Context: an optimization exercise on an open-source flow, tuned for small area, a short achievable clock period and few clock cycles per item. The choices shown serve that exercise and are no tape-out recipe. In this exercise RTL edits were held to simulation tests only and were not proved equivalent to the original. Power figures rest on the tool's default switching activity, not on a simulated workload.

## flow/design.v (module list and top-level ports; edited modules follow where they fit)
// module mul_fa: 4 lines
// module mul_ha: 4 lines
// module mul: 2240 lines
module mul (
    input wire clk,
    input wire reset,
    input wire rd_en,
    input wire wr_en,
    input wire [31:0] wr_data_1,
    input wire [31:0] wr_data_2,
    output wire [63:0] rd_data,
    output reg wr_ready,
    output reg rd_ready,
    output reg rd_val
);
  // ...
==> flow/flow/run.sh <==
#!/bin/bash
set -euo pipefail
MARGIN=7.5
bash standard.sh SETUP_SLACK_MARGIN=$MARGIN \
  "BUFFER_PORTS_ARGS=-buffer_cell sky130_fd_sc_hd__buf_2" \
  finish > standard_flow.log 2>&1
==> flow/standard.sh <==
#!/bin/bash
# synth_recipe.tcl (not shown) runs the flow's synth.tcl, then flattens the netlist and writes it again
# the make line also repeats each setting of config.mk as NAME=value (left out here)
make -C /OpenROAD-flow-scripts/flow DESIGN_CONFIG=/design/flow/config.mk WORK_HOME=/design/flow/orfs CLKGATE_MAP_FILE= SYNTH_SCRIPT=/design/flow/synth_recipe.tcl "${@:-finish}"
==> flow/config.mk <==
export PLATFORM = sky130hd
export DESIGN_NAME = mul
export DESIGN_NICKNAME = mul
export VERILOG_FILES = /design/flow/design.v
export SDC_FILE = /design/flow/constraint.sdc
export NUM_CORES = 4
export LEC_CHECK = 0
export ABC_AREA = 1
export CAP_MARGIN = 20
export CORE_MARGIN = 2
export CORE_UTILIZATION = 40
export CTS_BUF_LIST = sky130_fd_sc_hd__clkbuf_8
export CTS_CLUSTER_SIZE = 24
export SLEW_MARGIN = 20
export SYNTH_HIERARCHICAL = 1
==> flow/constraint.sdc <==
create_clock -name core_clock -period 11.0 [get_ports {clk}]
set_input_delay 2.2000 -clock core_clock [delete_from_list [all_inputs] [get_ports {clk}]]
set_output_delay 2.2000 -clock core_clock [all_outputs]
set_load 0.01 [all_outputs]
==> results.toml, run 1 <==
[timing]
setup_viol = 0
tightest_slew_ps = 1030
hold_slack_ps = 471
slew_violations = 0

[worst_setup_path]
crit_cells = 7
worstPathCellList = "buf_6, o22ai_1, xor2_1, fa_1, fa_1, fa_1, fa_1"
cp-end-kind = "flip-flop"
slowest_stage = "fa_1"
r2r-start = "a1_n[12]$_DFFE_PN_"
critPathCapture = "cs2[81]$_DFFE_PN_"
cp_max_fo = 33

[global_route]
grt_first_pass_wirelength_um = 168000
first_global_vias = 27100
grt_use_met1_pct = 31.1

[clock_tree]
post_cts_buffers = 6
htreeDepth = 3
cts_resized = 37
clk_latency_ps = 690

[layout]
buffers = 231
clock_cell_area_share_pct = 3.54
clock_buffers = 71
antennaDiodeCount = 4
regMostFlops = "cs2"

[pwr]
max-vdd-ir-drop_mv = 0.333
power_density_nw_per_um2 = 359
swShare_pct = 47.5
top_power_group = "combinational cells"

[worst_hold_path]
hold_path_end = "rd_val$_SDFFE_PP0P_"

[status]
status = "no timing/DRC/antenna violations"

[synth]
synth_fa_ha_area_share_pct = 30.7
Testbench counts, summed over its fixed seeds: cycles 536, items 512.
==> run 2: changes to the inputs <==
==> flow/flow/run.sh (replaced) <==
#!/bin/bash
set -euo pipefail
MARGIN=7.4
bash standard.sh SETUP_SLACK_MARGIN=$MARGIN \
  "BUFFER_PORTS_ARGS=-buffer_cell sky130_fd_sc_hd__buf_2" \
  finish > standard_flow.log 2>&1
--- a/flow/config.mk
+++ b/flow/config.mk
@@ -9,7 +9,5 @@
 export CAP_MARGIN = 20
 export CORE_MARGIN = 2
 export CORE_UTILIZATION = 40
-export CTS_BUF_LIST = sky130_fd_sc_hd__clkbuf_8
-export CTS_CLUSTER_SIZE = 24
 export SLEW_MARGIN = 20
 export SYNTH_HIERARCHICAL = 1
==> run 2 against run 1 <==
  * Count of clock-buffer cells in the layout decreased by 18
  * Non-clock buffer count fell by 3
  * Critical path depth unchanged
  * Cell area down 0.34%
  * Area after synthesis did not move
  * Fmax is 2.5% lower
  * Power grew 1.3%
  * Die area is the same
  * Clock skew decreased by 7.6 ps
  * Critical endpoint is now cs2[77]$_DFFE_PN_
  * Combinational power is essentially flat
  * Sequential power hardly changed
  * Hold slack worse by 1.4 ps
==> results.toml, run 2 <==
[synth]
synth_edf_count = 386
synthTopCellsByCount = "540 x xor2_1, 496 x o22ai_1, 488 x fa_1"
synthCells = 3209
synth_flop_cell = "edfxtp_1"
ys_seq_area_share_pct = 32.6
ys_async_sr_fraction_pct = 0
synth.most_common_cell = "xor2_1"
ys_types = 39
syn_avg_cell_area_um2 = 11.2
synth_top_area_cell = "edfxtp_1"
synth_top_area_share_pct = 32.2
ys_warn_count = 7
ys_ff_latch = 392
synthTopCellsByArea = "edfxtp_1 32%, fa_1 27%, xor2_1 13%"
synthesis.area_um2 = 36000

[global_route]
first_global_vias = 27000
grtUsageTotal_pct = 23.7
grt_max_degree = 81
gr-total-overflow = 0
antenna_found_initial = 4
grt_first_pass_wirelength_um = 166000

[timing]
fmax_mhz = 276
tns_ps = 0
tightest_slew_ps = 1000
slew_headroom_pct = 32.9
finalWorstSetupSlack_ps = 7380
setup_viol = 0
rsz0062_at_grt = "no"
timing.final.crit_share_pct = 32.9
fin_skew_ps = 29.0
finalHoldViolCount = 0
slew_violations = 0
finalCriticalPeriod_ps = 3620

[routing]
drtPass1Iterations = 9
avgRoutedWirePerCell_um = 25.5
drc_errors = 0
drt_wl_total_um = 112000
highest_layer = "met5"
met1_length_um = 43100
vias = 26400
viasPerCell = 6.01
wl_met3_um = 15900
drt_iter0_drc = 3267
route.met2.wl_um = 47400
postRouteAntennaNets = 0

[clock_tree]
clk_latency_ps = 610
clk_path_buf_depth = 3
cts-root-buf = "clkbuf_16"
numCtsBuffers = 44
cts_tree = "done"
cts_sinks = 392
path_clk_slew_ps = 60
htreeDepth = 2

[job]
drv_cap = 0

[floorplanning]
dieArea_um2 = 92300
pin_count = 135
dieHeight_um = 304
start_util_pct = 40.5
num_rows = 109
die_w_um = 304
coreArea_um2 = 88800

[worst_setup_path]
cp-end-kind = "flip-flop"
cp-start-kind = "flip-flop"
slowest_stage = "fa_1"
worstPathCellList = "buf_4, o22ai_1, xor2_1, fa_1, fa_1, fa_1, fa_1"
cp_data_required_time_ps = 11310
worst-path-buf-inv = 1
cp_max_fo = 33
crit_path_frequent_cell = "fa_1"
worstPathArrival_ps = 3930
worst-setup-path-type = "flip-flop to flip-flop"
critPathMaxStageDelay_ps = 580
path_delay_family = "adder cells"

[layout]
final_common_cell = "xor2_1"
regMostFlops = "cs2"
post-route-util_pct = 44.6
final_cell_mix = "540 x xor2_1, 496 x o22ai_1, 486 x fa_1, 386 x edfxtp_1, 304 x nand2_1"
top_regs = "cs2: 178 flops, p3: 64 flops"
largest_reg_flops = 178
layout.nets = 3856
drive_above_1_share_pct = 11.6
area_growth_syn_to_layout_pct = 9.97

[pwr]
max-vdd-ir-drop_mv = 0.350
leakagePower_uw = 0.0160
power_density_nw_per_um2 = 365

[placement]
port_buffers = 134
dp_hpwl_um = 63700
gp_congestion = 0.867
dp_slack_ps = 5710

[worst_hold_path]
hold_path_class = "flip-flop to flip-flop"

[status]
status = "no timing/DRC/antenna violations"
-- run 2: path summary, 6_finish.rpt --
check | cells after the start | startpoint | slack (ps) | to
worst min-delay path | 2 | rd_val$_SDFFE_PP0P_ | 470 | rd_val$_SDFFE_PP0P_
worst max register to register | 7 | a1_n[11]$_DFFE_PN_ | 7380 | cs2[77]$_DFFE_PN_
worst min register to register | 2 | rd_val$_SDFFE_PP0P_ | 470 | rd_val$_SDFFE_PP0P_
worst max-delay path | 7 | a1_n[11]$_DFFE_PN_ | 7380 | cs2[77]$_DFFE_PN_
-- run 2: metal layers --
layer	vias up	global-route usage, %
li1	10900	-
met1	12900	30.9
met2	2045	35.2
met3	501	9.04
met4	2	10.1
met5	-	0.724
-- run 2: final cells by class --
class	count	area, um2
flip-flops and latches	392	11700
well taps	1165	1460
clock inverters	26	427
multi-input cells	2367	22600
repair buffers	228	1570
inverters	166	636
fillers	8127	49200
clock buffers	53	1150
diodes	2	5.00
-- run 2: kinds of logic after synthesis --
family	synth area share, %
XOR/XNOR	13.4
flip-flops	32.6
AND/OR/NAND/NOR	6.52
buffers and inverters	5.20
adder cells (fa/ha/maj)	30.7
multiplexers	1.36
AO/OA/AOI/OAI	10.3
other	0.0104
-- run 2: timing repair --
action | 4_1_cts | 5_1_grt
endpoints found under the setup margin | 282 | 272
pin swaps | 2 | 2
gates cloned | 3 | 2
setup buffers | 2 | 8
hold buffers | 0 | 0
gates resized for setup | 11 | 43
endpoints found under the hold margin | 0 | 0
-- run 2: worst reg2reg max path, stage by stage, from the launching register on --
cell and delay, ps:
edfxtp_1 320, buf_4 520, o22ai_1 240, xor2_1 200, fa_1 470, fa_1 580
fa_1 460, fa_1 540
-- run 2: per-stage QoR --
| step | total power, uW | hold WS [ps] | instances | area [um2] |
|---|---|---|---|---|
| 4_1_cts | 14000 | 469 | 4387 | 39300 |
| 2_1_floorplan | 9840 | 424 | 3224 | 36100 |
| 5_1_grt | 15900 | 504 | 4398 | 39600 |
| 6_report | 14400 | 469 | 4399 | 39600 |
| 3_5_place_dp | 12300 | 458 | 4303 | 37600 |
| 3_3_place_gp | 12200 | 466 | 4303 | 37600 |
-- run 2: where the power goes --
| group | internal, uW | switching (uW) |
|---|---|---|
| clock network | 991 | 622 |
| registers | 2830 | 206 |
| logic | 3860 | 5920 |
-- run 2: per-module statistics from Yosys, one instance, submodules excluded --
module / area, um2 / flops+latches / cells
mul: 25700 / 392 / 2683
mul_ha: 12.5 / 0 / 1
mul_fa: 20.0 / 0 / 1
==> run 3: changes to the inputs <==
==> flow/flow/run.sh (replaced) <==
#!/bin/bash
set -euo pipefail
MARGIN=7.5
bash standard.sh SETUP_SLACK_MARGIN=$MARGIN \
  "BUFFER_PORTS_ARGS=-buffer_cell sky130_fd_sc_hd__buf_2" \
  finish > standard_flow.log 2>&1
--- a/flow/config.mk
+++ b/flow/config.mk
@@ -8,6 +8,6 @@
 export ABC_AREA = 1
 export CAP_MARGIN = 20
 export CORE_MARGIN = 2
-export CORE_UTILIZATION = 40
+export CORE_UTILIZATION = 50
 export SLEW_MARGIN = 20
 export SYNTH_HIERARCHICAL = 1
==> run 3 against run 2 <==
  * Still clean on timing, DRC and antenna
  * Sequential power barely moved
  * First-iteration DRC count rose by 13%
  * Cell area rose by 0.11%
  * Non-clock buffer count rose by 5
  * Count of clock-buffer cells in the layout rose by 5
  * Largest cell class unchanged
==> results.toml, run 3 <==
[layout]
largest_reg_flops = 178
drive_above_1_share_pct = 12.2
multi_input_area_um2 = 22700
register_area_um2 = 11700
post-route-util_pct = 55.5
regMostFlops = "cs2"
area_growth_syn_to_layout_pct = 10.1
nFillCells = 6031
final_cell_mix = "539 x xor2_1, 495 x o22ai_1, 488 x fa_1, 386 x edfxtp_1, 303 x nand2_1"
final_common_cell = "xor2_1"
top_regs = "cs2: 178 flops, p3: 64 flops"
layout.nets = 3863

[synth]
synth_top_area_share_pct = 32.2
synthTopCellsByArea = "edfxtp_1 32%, fa_1 27%, xor2_1 13%"
synthCells = 3209
synth_top_area_cell = "edfxtp_1"
synthesis.area_um2 = 36000
ys_seq_area_share_pct = 32.6
synthTopCellsByCount = "540 x xor2_1, 496 x o22ai_1, 488 x fa_1"
syn_avg_cell_area_um2 = 11.2
synth.most_common_cell = "xor2_1"
ys_ff_latch = 392
synth_edf_count = 386
synth_flop_cell = "edfxtp_1"
ys_types = 39
ys_async_sr_fraction_pct = 0
ys_warn_count = 7

[placement]
dp_hpwl_um = 64700
gp_congestion = 0.895
dp_slack_ps = 5740
port_buffers = 134

[timing]
tightest_slew_ps = 1060
tns_ps = 0
timing.final.crit_share_pct = 32.1
finalWorstSetupSlack_ps = 7470
rsz0062_at_grt = "yes"
finalHoldViolCount = 0
fmax_mhz = 283
fin_skew_ps = 17.9
slew_headroom_pct = 29.1
slew_violations = 0
finalCriticalPeriod_ps = 3530
setup_viol = 0

[status]
status = "no timing/DRC/antenna violations"

[worst_setup_path]
cp_data_required_time_ps = 11310
cp-start-kind = "flip-flop"
worst-path-buf-inv = 1
worstPathCellList = "buf_4, o22ai_1, xor2_1, fa_1, fa_1, fa_1, fa_1"
crit_path_frequent_cell = "fa_1"
path_delay_family = "adder cells"
slowest_stage = "fa_1"
cp_max_fo = 32
cp-end-kind = "flip-flop"
worstPathArrival_ps = 3840
critPathMaxStageDelay_ps = 590
worst-setup-path-type = "flip-flop to flip-flop"

[routing]
drc_errors = 0
drt_iter0_drc = 3684
viasPerCell = 6.41
drtPass1Iterations = 8
avgRoutedWirePerCell_um = 26.9
drt_wl_total_um = 113000
vias = 26900
postRouteAntennaNets = 0

[global_route]
grt_max_degree = 76
grt_first_pass_wirelength_um = 170000
grtUsageTotal_pct = 30.3
gr-total-overflow = 0
antenna_found_initial = 1
first_global_vias = 28600

[clock_tree]
clk_latency_ps = 610
path_clk_slew_ps = 60
cts-root-buf = "clkbuf_16"
cts_tree = "done"
htreeDepth = 2
clk_path_buf_depth = 3
numCtsBuffers = 45
cts_sinks = 392

[floorplanning]
coreArea_um2 = 71400
die_w_um = 272
dieHeight_um = 272
pin_count = 135
start_util_pct = 50.4
num_rows = 98
dieArea_um2 = 74100

[pwr]
leakagePower_uw = 0.0161
power_density_nw_per_um2 = 366
max-vdd-ir-drop_mv = 0.390

[worst_hold_path]
hold_path_class = "flip-flop to flip-flop"

[job]
drv_cap = 0
==> run 3: path summary, 6_finish.rpt <==
kind / startpoint / to / slack, ps / cells past startpoint
worst max-delay path: e1_n[4]$_DFFE_PN_ / cs2[97]$_DFFE_PN_ / 7470 / 7
worst max register to register: e1_n[4]$_DFFE_PN_ / cs2[97]$_DFFE_PN_ / 7470 / 7
worst min-delay path: rd_val$_SDFFE_PP0P_ / rd_val$_SDFFE_PP0P_ / 470 / 2
worst min register to register: rd_val$_SDFFE_PP0P_ / rd_val$_SDFFE_PP0P_ / 470 / 2
==> run 3: what timing repair did <==
| action | in CTS | in global routing |
|---|---|---|
| hold buffers | 0 | 0 |
| endpoints found under the setup margin | 374 | 61 |
| buffers inserted | 10 | 4 |
| pin swaps | 2 | 1 |
| gates resized for setup | 24 | 84 |
| gates cloned | 5 | 2 |
==> run 3: final cells by class <==
cell class | count | area share (%)
Inverter | 166 | 1.61
Tap cell | 950 | 3.00
Antenna cell | 2 | 0.0126
Clock buffer | 58 | 3.15
Timing Repair Buffer | 233 | 4.53
Clock inverter | 24 | 0.799
Multi-Input combinational cell | 2368 | 57.3
Sequential cell | 392 | 29.6
==> run 3: where the power goes <==
part	leakage, uW	internal [uW]	switching, uW
combinational	0.0112	3890	5980
sequential	0.00409	2830	201
clock	0.000764	929	646
==> run 3: metal layers <==
metal	GRT usage, %	share of wire, %
met2	44.2	43
met1	40.2	38
met4	13.4	5.1
met5	0	0.0098
met3	11.6	14
==> run 3: worst register-to-register path, delay by kind of cell (launching register included) <==
kind,cells,cell delay (ps)
DFF,1,320
AOI/OAI and AO/OA,1,180
adders and majority gates,4,2050
buffers and inverters,1,490
xor gates and xnor gates,1,200
==> run 3: per-stage QoR <==
stage                     hold WS, ps  instance area, um2  power (uW)  cells
after global routing              493               39600       15900   4191
after floorplan                   424               36100        9840   3224
after global placement            456               37300       11900   4087
after CTS                         473               39200       13900   4185
final                             467               39600       14500   4193
after detailed placement          462               37400       12300   4088
==> run 3: cell families (layout without fill, tap and decap cells) <==
logic type | Yosys count | after routing | share of synthesized area [%]
buffers and inverters | 470 | 481 | 5.20
AO/OA/AOI/OAI | 601 | 601 | 10.3
multiplexers | 49 | 49 | 1.36
AND/OR/NAND/NOR | 558 | 564 | 6.52
adder cells (fa/ha/maj) | 589 | 589 | 30.7
flip-flops | 392 | 392 | 32.6
XOR/XNOR | 549 | 549 | 13.4
other | 1 | 18 | 0.0104
==> run 3: Yosys stat by module, one instance, submodules excluded <==
| module | times used | cell area, um2 | cells | flops+latches |
|---|---|---|---|---|
| mul_fa | 485 | 20.0 | 1 | 0 |
| mul_ha | 41 | 12.5 | 1 | 0 |
| mul | 1 | 25700 | 2683 | 392 |
==> run 4: changes to the inputs <==
--- a/flow/config.mk
+++ b/flow/config.mk
@@ -8,6 +8,8 @@
 export ABC_AREA = 1
 export CAP_MARGIN = 20
 export CORE_MARGIN = 2
-export CORE_UTILIZATION = 50
+export CORE_UTILIZATION = 40
+export CTS_CLUSTER_DIAMETER = 150
+export CTS_CLUSTER_SIZE = 30
 export SLEW_MARGIN = 20
 export SYNTH_HIERARCHICAL = 1
==> run 4 against run 3 <==
  * Worst setup slack better by 15 ps
  * Utilization fell by 12 points
  * Register-to-register slack about the same
  * Combinational power hardly changed
  * Via count is 3.5% lower
  * Sequential cell count unchanged
  * Still clean
  * First-iteration DRC count decreased by 18%
  * Final cell count increased by 3.6%
==> results.toml, run 4 <==
[job]
drv_cap = 0

[floorplanning]
pin_count = 135
num_rows = 109
coreArea_um2 = 88800
dieHeight_um = 304
start_util_pct = 40.5
dieArea_um2 = 92300
die_w_um = 304

[timing]
slew_violations = 0
fin_skew_ps = 45.4
fmax_mhz = 284
finalWorstSetupSlack_ps = 7480
tns_ps = 0
setup_viol = 0
rsz0062_at_grt = "yes"
finalHoldViolCount = 0
tightest_slew_ps = 793
timing.final.crit_share_pct = 32.0
finalCriticalPeriod_ps = 3520
slew_headroom_pct = 47.1

[status]
status = "no timing/DRC/antenna violations"

[pwr]
leakagePower_uw = 0.0155
pwr-share-comb_pct = 72.1
max-vdd-ir-drop_mv = 0.329
switchingPower_uw = 6620
swShare_pct = 48.5
power_density_nw_per_um2 = 353
p_clk_share_pct = 5.6
total_power_uw = 13700
p_int_uw = 7040
pwr-share-seq_pct = 22.2

[synth]
ys_types = 39
ys_warn_count = 7
syn_avg_cell_area_um2 = 11.2
synthesis.area_um2 = 36000
synth_top_area_share_pct = 32.2
synthTopCellsByArea = "edfxtp_1 32%, fa_1 27%, xor2_1 13%"
ys_async_sr_fraction_pct = 0
synthCells = 3209
synthTopCellsByCount = "540 x xor2_1, 496 x o22ai_1, 488 x fa_1"
synth_edf_count = 386
ys_ff_latch = 392
synth.most_common_cell = "xor2_1"
synth_top_area_cell = "edfxtp_1"
ys_seq_area_share_pct = 32.6
synth_flop_cell = "edfxtp_1"

[global_route]
grt_first_pass_wirelength_um = 165000
gr-total-overflow = 0
grt_max_degree = 74
antenna_found_initial = 2
first_global_vias = 26400
grtUsageTotal_pct = 23.4

[worst_setup_path]
cp-start-kind = "flip-flop"
cp_max_fo = 33
slowest_stage = "fa_1"
crit_path_frequent_cell = "fa_1"
critPathMaxStageDelay_ps = 630
r2r-end = "cs2[81]$_DFFE_PN_"
worstPathCellList = "buf_6, o22ai_1, xor2_1, fa_1, fa_1, fa_1, fa_1"
ff2ff_path_depth = 7
cp-end-kind = "flip-flop"
worst-setup-path-type = "flip-flop to flip-flop"
rrSetupSlack_ps = 7480
r2r-start = "a1_n[13]$_DFFE_PN_"
cp_data_required_time_ps = 11280
worstPathArrival_ps = 3800
worst-path-buf-inv = 1
path_delay_family = "adder cells"

[clock_tree]
clk_latency_ps = 580
cts_tree = "done"
clk_path_buf_depth = 3
cts_sinks = 392
numCtsBuffers = 17
path_clk_slew_ps = 110
ctsHoldBuffers = 0
htreeDepth = 1
cts-root-buf = "clkbuf_16"

[routing]
avgRoutedWirePerCell_um = 25.5
vias = 26000
drc_errors = 0
drtPass1Iterations = 6
viasPerCell = 5.97
postRouteAntennaNets = 0
drt_iter0_drc = 3036
drt_wl_total_um = 111000

[layout]
register_area_um2 = 11700
nFillCells = 8175
final_common_cell = "xor2_1"
drive_above_1_share_pct = 10.5
top_regs = "cs2: 178 flops, p3: 64 flops"
final_area_um2 = 38700
multi_input_area_um2 = 22700
final_cell_mix = "540 x xor2_1, 496 x o22ai_1, 487 x fa_1, 386 x edfxtp_1, 304 x nand2_1"
regMostFlops = "cs2"
area_growth_syn_to_layout_pct = 7.73
instances_no_fill = 4345
layout.nets = 3830
largest_reg_flops = 178

[placement]
placedInstanceArea_um2 = 37600
gp_congestion = 0.871
dp_slack_ps = 5760
port_buffers = 134
dp_hpwl_um = 64000
place_inst = 4304

[worst_hold_path]
hold_path_class = "flip-flop to flip-flop"
min_path_cells = 2
hold_path_end = "rd_val$_SDFFE_PP0P_"
min_from = "rd_val$_SDFFE_PP0P_"
run 4: changes by cell type in the layout (fill, tap and decap cells not counted), moves of 4 or more:
cell and change:
clkbuf_8 -4, clkinv_2 -8, buf_8 +4, bufinv_16 -5, buf_4 -8, clkbuf_16 -29
run 4: what timing repair did:
item                                    in CTS  in global routing
pin swaps                                    2                  1
gates cloned                                 3                  2
endpoints found under the setup margin     338                 48
gates resized for setup                     31                 89
buffers inserted                             6                  4
hold endpoints to repair                     0                  0
run 4: how the worst max path moves through the flow:
stage	start	to	slack, ps	depth (start not counted)
global placement	rd_en	cs2[105]$_DFFE_PN_	5800	6
floorplan	rd_en	wr_ready$_SDFF_PP1_	6960	6
finish	a1_n[13]$_DFFE_PN_	cs2[81]$_DFFE_PN_	7480	7
global route	rd_ready$_SDFF_PP0_	rd_ready	7460	1
CTS	rd_ready$_SDFF_PP0_	rd_ready	7350	1
detailed placement	rd_en	cs2[105]$_DFFE_PN_	5760	6
run 4: final cells by class:
cell class	count	area share, %
Sequential cell	392	30.2
Antenna cell	1	0.00646
Timing Repair Buffer	230	4.60
Inverter	166	1.64
Tap cell	1165	3.76
Clock inverter	2	0.100
Multi-Input combinational cell	2366	58.5
Clock buffer	23	1.16
run 4: cell families after synthesis:
kind of cell               after synthesis  synth area share, %
DFF                                    392                 32.6
other                                    1               0.0104
and+or+nand+nor                        558                 6.52
AOI/OAI and AO/OA                      601                 10.3
buffers and inverters                  470                 5.20
xor gates and xnor gates               549                 13.4
muxes                                   49                 1.36
adders and majority gates              589                 30.7
run 4: modules after synthesis (local to each module, per instance):
| module | cell area, um2 | cells inside | flip-flops and latches |
|---|---|---|---|
| mul | 25700 | 2683 | 392 |
| mul_fa | 20.0 | 1 | 0 |
| mul_ha | 12.5 | 1 | 0 |
run 4: through the flow:
stage	hold slack [ps]	util [%]
floorplan	424	-
global placement	472	42.4
detailed placement	462	42.4
CTS	479	43.2
global route	519	43.6
finish	477	43.6
run 4: per-layer routing:
| layer | wire length, um | vias to the layer above | GRT usage, % |
|---|---|---|---|
| met5 | 170 | - | 1.40 |
| met4 | 5130 | 5 | 8.68 |
| met3 | 14900 | 424 | 8.06 |
| met2 | 47600 | 1912 | 35.2 |
| met1 | 43000 | 12800 | 31.1 |
| li1 | - | 10900 | - |
run 4: power groups by stage:
stage	Sequential (uW)	Combinational (uW)	Clock (uW)
2_1_floorplan	3100	6740	0
3_3_place_gp	3070	9040	0
3_5_place_dp	3090	9190	0
4_1_cts	3050	9260	802
5_1_grt	3100	11100	843
6_report	3040	9860	772
run 4: worst register-to-register path, cell delays in order (launching register included):
cell	delay [ps]
edfxtp_1	360
buf_6	410
o22ai_1	190
xor2_1	190
fa_1	500
fa_1	530
fa_1	420
fa_1	630
==> run 5: changes to the inputs <==
--- a/flow/config.mk
+++ b/flow/config.mk
@@ -9,7 +9,5 @@
 export CAP_MARGIN = 20
 export CORE_MARGIN = 2
 export CORE_UTILIZATION = 40
-export CTS_CLUSTER_DIAMETER = 150
-export CTS_CLUSTER_SIZE = 30
 export SLEW_MARGIN = 20
 export SYNTH_HIERARCHICAL = 1
==> run 5 against run 4 <==
  * Still clean
  * Routed wire length grew 0.92%
  * First-iteration DRC count increased by 1.3%
  * Sequential cell count is the same
  * Area after synthesis unchanged
  * Hold slack worse by 6.6 ps
  * Global-route usage is 0.30 points higher
  * Combinational power shrank 0.9%
  * Power is 4.9% higher
  * Via count increased by 0.83%
  * Critical path type unchanged
  * Critical endpoint unchanged
==> results.toml, run 5 <==
[status]
status = "no timing/DRC/antenna violations"

[worst_setup_path]
worst-setup-path-type = "flip-flop to flip-flop"
critPathMaxStageDelay_ps = 590
worstPathCellList = "buf_6, o22ai_1, xor2_1, fa_1, fa_1, fa_1, fa_1"
cp_max_fo = 33
cp_data_required_time_ps = 11300
cp-end-kind = "flip-flop"
cp-start-kind = "flip-flop"
worstPathArrival_ps = 3800
crit_path_frequent_cell = "fa_1"
slowest_stage = "fa_1"

[routing]
postRouteAntennaNets = 0
viasPerCell = 5.94
drt_iter0_drc = 3075
vias = 26200
drc_errors = 0
drt_wl_total_um = 112000
avgRoutedWirePerCell_um = 25.4
drtPass1Iterations = 8

[layout]
largest_reg_flops = 178
final_common_cell = "xor2_1"
top_regs = "cs2: 178 flops, p3: 64 flops"
regMostFlops = "cs2"
post-route-util_pct = 44.8
final_area_um2 = 39700
area_growth_syn_to_layout_pct = 10.5
layout.nets = 3861
drive_above_1_share_pct = 12.0
final_cell_mix = "540 x xor2_1, 496 x o22ai_1, 486 x fa_1, 386 x edfxtp_1, 303 x nand2_1"

[floorplanning]
coreArea_um2 = 88800
dieHeight_um = 304
die_w_um = 304
dieArea_um2 = 92300
start_util_pct = 40.5
pin_count = 135
num_rows = 109

[synth]
ys_seq_area_share_pct = 32.6
synth_flop_cell = "edfxtp_1"
synth_top_area_cell = "edfxtp_1"
ys_warn_count = 7
synth_top_area_share_pct = 32.2
synthesis.area_um2 = 36000
synth.most_common_cell = "xor2_1"
syn_avg_cell_area_um2 = 11.2
synth_edf_count = 386
synthCells = 3209
ys_types = 39
ys_async_sr_fraction_pct = 0
synthTopCellsByCount = "540 x xor2_1, 496 x o22ai_1, 488 x fa_1"
ys_ff_latch = 392
synthTopCellsByArea = "edfxtp_1 32%, fa_1 27%, xor2_1 13%"

[worst_hold_path]
hold_path_class = "flip-flop to flip-flop"

[global_route]
antenna_found_initial = 2
first_global_vias = 26700
grt_max_degree = 74
grt_first_pass_wirelength_um = 167000
grtUsageTotal_pct = 23.7
gr-total-overflow = 0

[placement]
dp_slack_ps = 5760
port_buffers = 134
gp_congestion = 0.871
dp_hpwl_um = 64000
placedInstanceArea_um2 = 37600

[clock_tree]
clk_latency_ps = 610
cts_tree = "done"
cts-root-buf = "clkbuf_16"
htreeDepth = 2
cts_sinks = 392
path_clk_slew_ps = 60
clk_path_buf_depth = 3
numCtsBuffers = 46

[pwr]
max-vdd-ir-drop_mv = 0.326
power_density_nw_per_um2 = 361
leakagePower_uw = 0.0160

[timing]
fmax_mhz = 286
setup_viol = 0
tns_ps = 0
finalHoldViolCount = 0
tightest_slew_ps = 756
timing.final.crit_share_pct = 31.8
fin_skew_ps = 21.8
slew_headroom_pct = 49.5
rsz0062_at_grt = "yes"
finalWorstSetupSlack_ps = 7500
slew_violations = 0
finalCriticalPeriod_ps = 3500

[job]
drv_cap = 0
-- run 5: cell type report --
type	instances	area (um2)
repair buffers	232	1780
clock buffers	54	1220
multi-input cells	2366	22600
flip-flops and latches	392	11700
diodes	1	2.50
inverters	166	636
well taps	1165	1460
fillers	8073	49000
clock inverters	29	287
-- run 5: metal layers --
metal | GRT usage, % | part of all wire, % | vias up
li1 | - | - | 11000
met1 | 31.2 | 39 | 12900
met2 | 35.2 | 43 | 1919
met3 | 8.90 | 14 | 433
met4 | 9.38 | 4.7 | 8
met5 | 0.775 | 0.16 | -
-- run 5: repair_timing --
item,4_1_cts,5_1_grt
gates cloned,3,2
gates resized for setup,32,85
endpoints found under the setup margin,341,57
hold endpoints to repair,0,0
buffers inserted,7,5
hold buffers,0,0
pin swaps,2,4
-- run 5: cells by family after synthesis --
group,synth area share (%)
flip-flops,32.6
adder cells (fa/ha/maj),30.7
other,0.0104
AO/OA/AOI/OAI,10.3
AND/OR/NAND/NOR,6.52
buffers and inverters,5.20
multiplexers,1.36
XOR/XNOR,13.4
-- run 5: final timing paths --
kind                       start                  end  slack, ps  cells past startpoint
max reg2reg   a1_n[13]$_DFFE_PN_    cs2[81]$_DFFE_PN_       7500                      7
max           a1_n[13]$_DFFE_PN_    cs2[81]$_DFFE_PN_       7500                      7
min          rd_val$_SDFFE_PP0P_  rd_val$_SDFFE_PP0P_        470                      2
min reg2reg  rd_val$_SDFFE_PP0P_  rd_val$_SDFFE_PP0P_        470                      2
-- run 5: report_power, final --
| part | internal (uW) | leakage [uW] | switching (uW) |
|---|---|---|---|
| clock network | 891 | 0.000737 | 631 |
| logic | 3870 | 0.0112 | 5900 |
| registers | 2830 | 0.00409 | 213 |
-- run 5: critical path, delay by kind of cell, from the launching register on --
kind                     cells  cell delay, ps
XOR/XNOR                     1             190
flip-flops                   1             340
adder cells (fa/ha/maj)      4            2060
AO/OA/AOI/OAI                1             180
buffers and inverters        1             410
-- run 5: per-module statistics from Yosys (local to each module, per instance) --
module,times used,flops+latches,area (um2)
mul,1,392,25700
mul_fa,485,0,20.0
mul_ha,41,0,12.5
-- run 5: metrics by stage --
stage / std cells / power (uW) / hold slack [ps]
after detailed placement: 4304 / 12300 / 462
after global placement: 4304 / 12100 / 472
after global routing: 4405 / 15800 / 511
after floorplan: 3224 / 9840 / 424
final: 4405 / 14300 / 470
after CTS: 4397 / 13900 / 472
==> run 6: changes to the inputs <==
--- a/flow/config.mk
+++ b/flow/config.mk
@@ -9,5 +9,7 @@
 export CAP_MARGIN = 20
 export CORE_MARGIN = 2
 export CORE_UTILIZATION = 40
+export CTS_CLUSTER_DIAMETER = 110
+export CTS_CLUSTER_SIZE = 22
 export SLEW_MARGIN = 20
 export SYNTH_HIERARCHICAL = 1
==> run 6 against run 5 <==
  * Sequential power barely moved
  * Final cell count down 1.0%
  * Non-clock buffer count unchanged
  * Count of clock-buffer cells in the layout is 24 lower
  * Register-to-register slack about the same
  * Critical path depth unchanged
  * Via count down 1.1%
==> results.toml, run 6 <==
[status]
status = "no timing/DRC/antenna violations"

[timing]
setup_viol = 0
fmax_mhz = 287
slew_violations = 0
finalHoldViolCount = 0
fin_skew_ps = 44.7
tightest_slew_ps = 1070
timing.final.crit_share_pct = 31.7
hold_slack_ps = 474
slew_headroom_pct = 28.3
rsz0062_at_grt = "yes"
finalCriticalPeriod_ps = 3490
tns_ps = 0

[layout]
area_growth_syn_to_layout_pct = 8.33
largest_reg_flops = 178
post-route-util_pct = 43.9
drive_above_1_share_pct = 10.8
final_area_um2 = 39000
final_cell_mix = "540 x xor2_1, 496 x o22ai_1, 488 x fa_1, 386 x edfxtp_1, 303 x nand2_1"
regMostFlops = "cs2"
layout.nets = 3839
final_common_cell = "xor2_1"
top_regs = "cs2: 178 flops, p3: 64 flops"

[synth]
synthesis.area_um2 = 36000
synth_flop_cell = "edfxtp_1"
ys_warn_count = 7
synth_top_area_share_pct = 32.2
synthTopCellsByArea = "edfxtp_1 32%, fa_1 27%, xor2_1 13%"
ys_seq_area_share_pct = 32.6
syn_avg_cell_area_um2 = 11.2
synth_edf_count = 386
synth.most_common_cell = "xor2_1"
synthSimpleGateAreaFrac_pct = 6.52
synth_top_family_by_area = "adder cells"
ys_ff_latch = 392
ys_async_sr_fraction_pct = 0
synthCells = 3209
synth-xor-area-share_pct = 13.4
synth_mux_area_share_pct = 1.36
synth_compound_area_share_pct = 10.3
ys_types = 39
synth_top_area_cell = "edfxtp_1"
synthTopCellsByCount = "540 x xor2_1, 496 x o22ai_1, 488 x fa_1"
synth_fa_ha_area_share_pct = 30.7

[floorplanning]
dieHeight_um = 304
dieArea_um2 = 92300
die_w_um = 304
num_rows = 109
pin_count = 135
start_util_pct = 40.5
coreArea_um2 = 88800

[routing]
drt_wl_total_um = 111000
drtPass1Iterations = 10
drc_errors = 0
postRouteAntennaNets = 0
vias = 25900
avgRoutedWirePerCell_um = 25.4
drt_iter0_drc = 3144
viasPerCell = 5.94

[worst_setup_path]
cp_max_fo = 33
cp_data_required_time_ps = 11340
worst-setup-path-type = "flip-flop to flip-flop"
rrSetupSlack_ps = 7510
slowest_stage = "fa_1"
critPathMaxStageDelay_ps = 630
worstPathCellList = "buf_6, o22ai_1, xor2_1, fa_1, fa_1, fa_1, fa_1"
crit_path_frequent_cell = "fa_1"
ff2ff_path_depth = 7
worstPathArrival_ps = 3830
cp-end-kind = "flip-flop"
cp-start-kind = "flip-flop"

[placement]
gp_congestion = 0.871
dp_hpwl_um = 64000
port_buffers = 134
placedInstanceArea_um2 = 37600

[clock_tree]
clk_latency_ps = 610
cts-root-buf = "clkbuf_16"
numCtsBuffers = 23
path_clk_slew_ps = 90
clk_path_buf_depth = 3
cts_sinks = 392
htreeDepth = 1
cts_tree = "done"

[pwr]
power_density_nw_per_um2 = 353
total_power_uw = 13700
leakagePower_uw = 0.0156
max-vdd-ir-drop_mv = 0.323

[global_route]
grtUsageTotal_pct = 23.5
grt_max_degree = 74
antenna_found_initial = 3
first_global_vias = 26600
gr-total-overflow = 0
grt_first_pass_wirelength_um = 166000

[job]
drv_cap = 0

[worst_hold_path]
hold_path_class = "flip-flop to flip-flop"
min_path_cells = 2
-- run 6: kinds of logic (layout without fill, tap and decap cells) --
| group | after synthesis | count (layout) |
|---|---|---|
| buf+inv | 470 | 434 |
| xor+xnor | 549 | 549 |
| other cells | 1 | 18 |
| fa+ha+maj | 589 | 589 |
| compound gates | 601 | 601 |
| mux | 49 | 49 |
| flops | 392 | 392 |
| simple gates | 558 | 563 |
-- run 6: modules after synthesis (local to each module, per instance) --
module  flops+latches  copies in the design
mul               392                     1
mul_ha              0                    41
mul_fa              0                   485
-- run 6: critical path: cells and delay by family, from the launching register on --
kind	cells	cell delay, ps
buffers and inverters	1	350
adders and majority gates	4	2160
DFF	1	370
xor gates and xnor gates	1	190
AOI/OAI and AO/OA	1	170
-- run 6: stage by stage --
stage / std cells / setup WS, ps
after floorplan: 3224 / 6960
after global placement: 4304 / 5800
after detailed placement: 4304 / 5760
after CTS: 4350 / 7500
after global routing: 4359 / 7460
final: 4360 / 7510
-- run 6: power by group --
| group | total [uW] | switching [uW] | internal (uW) |
|---|---|---|---|
| Clock | 942 | 519 | 424 |
| Combinational | 9760 | 5890 | 3870 |
| Sequential | 3040 | 214 | 2830 |
-- run 6: final timing paths --
check                       from             endpoint
max           a1_n[23]$_DFFE_PN_   cs2[101]$_DFFE_PN_
min          rd_val$_SDFFE_PP0P_  rd_val$_SDFFE_PP0P_
max reg2reg   a1_n[23]$_DFFE_PN_   cs2[101]$_DFFE_PN_
min reg2reg  rd_val$_SDFFE_PP0P_  rd_val$_SDFFE_PP0P_
-- run 6: area by class of cell --
class	count	area [um2]
Sequential cell	392	11700
Multi-Input combinational cell	2367	22700
Inverter	166	636
Timing Repair Buffer	232	1790
Antenna cell	2	5.00
Clock inverter	6	91.3
Tap cell	1165	1460
Fill cell	8150	49800
Clock buffer	30	612
-- run 6: timing repair --
item / in CTS / in global routing
setup buffers: 6 / 6
endpoints found under the setup margin: 338 / 232
pin swaps: 2 / 1
gates cloned: 4 / 2
hold buffers: 0 / 0
gates resized for setup: 27 / 83
-- run 6: metal layers --
metal | GRT usage (%) | share of wire [%] | vias up
li1 | - | - | 10900
met1 | 31.1 | 39 | 12700
met2 | 35.1 | 43 | 1871
met3 | 8.64 | 13 | 422
met4 | 9.16 | 4.7 | 6
met5 | 0.465 | 0.094 | -

what the ideal ports hide:
Ports are ideal in the flow. The routed layouts listed here were re-timed in OpenROAD. Step 1 (the two cells are an assumption about what drives the block):
set clk [get_ports {clk}]
set_driving_cell -lib_cell sky130_fd_sc_hd__clkbuf_16 $clk
set_driving_cell -lib_cell sky130_fd_sc_hd__buf_2 [delete_from_list [all_inputs] $clk]
Step 2 adds t to the input delays and takes it off the output delays; t is the mean of the earliest and latest rising clock arrival at the registers after step 1. Input paths then give back, and output paths get back, about the clock's delay inside the block. a / b / c = no drivers / after step 1 / after step 2; a / b = the first two.
run	shift t [ns]	setup slack, ns	worst register clock-pin slew, ns	worst slew at a driven data input, ns	pins driven straight from the clock port
run 1	0.732	7.470 / 7.470 / 7.005	0.07 / 0.07	0.11	1
run 2	0.663	7.380 / 7.380 / 6.899	0.07 / 0.07	0.11	1
run 3	0.667	7.470 / 7.470 / 7.186	0.06 / 0.06	0.06	1
run 4	0.625	7.485 / 7.439 / 7.103	0.12 / 0.12	0.12	1
run 5	0.664	7.504 / 7.488 / 7.048	0.07 / 0.07	0.12	1
run 6	0.659	7.510 / 7.468 / 7.114	0.09 / 0.09	0.12	1
After both steps every run listed still meets setup and hold. For run 2, which loses most, drivers alone change the setup slack by 0.000 ns; drivers and shift together by -0.481 ns.
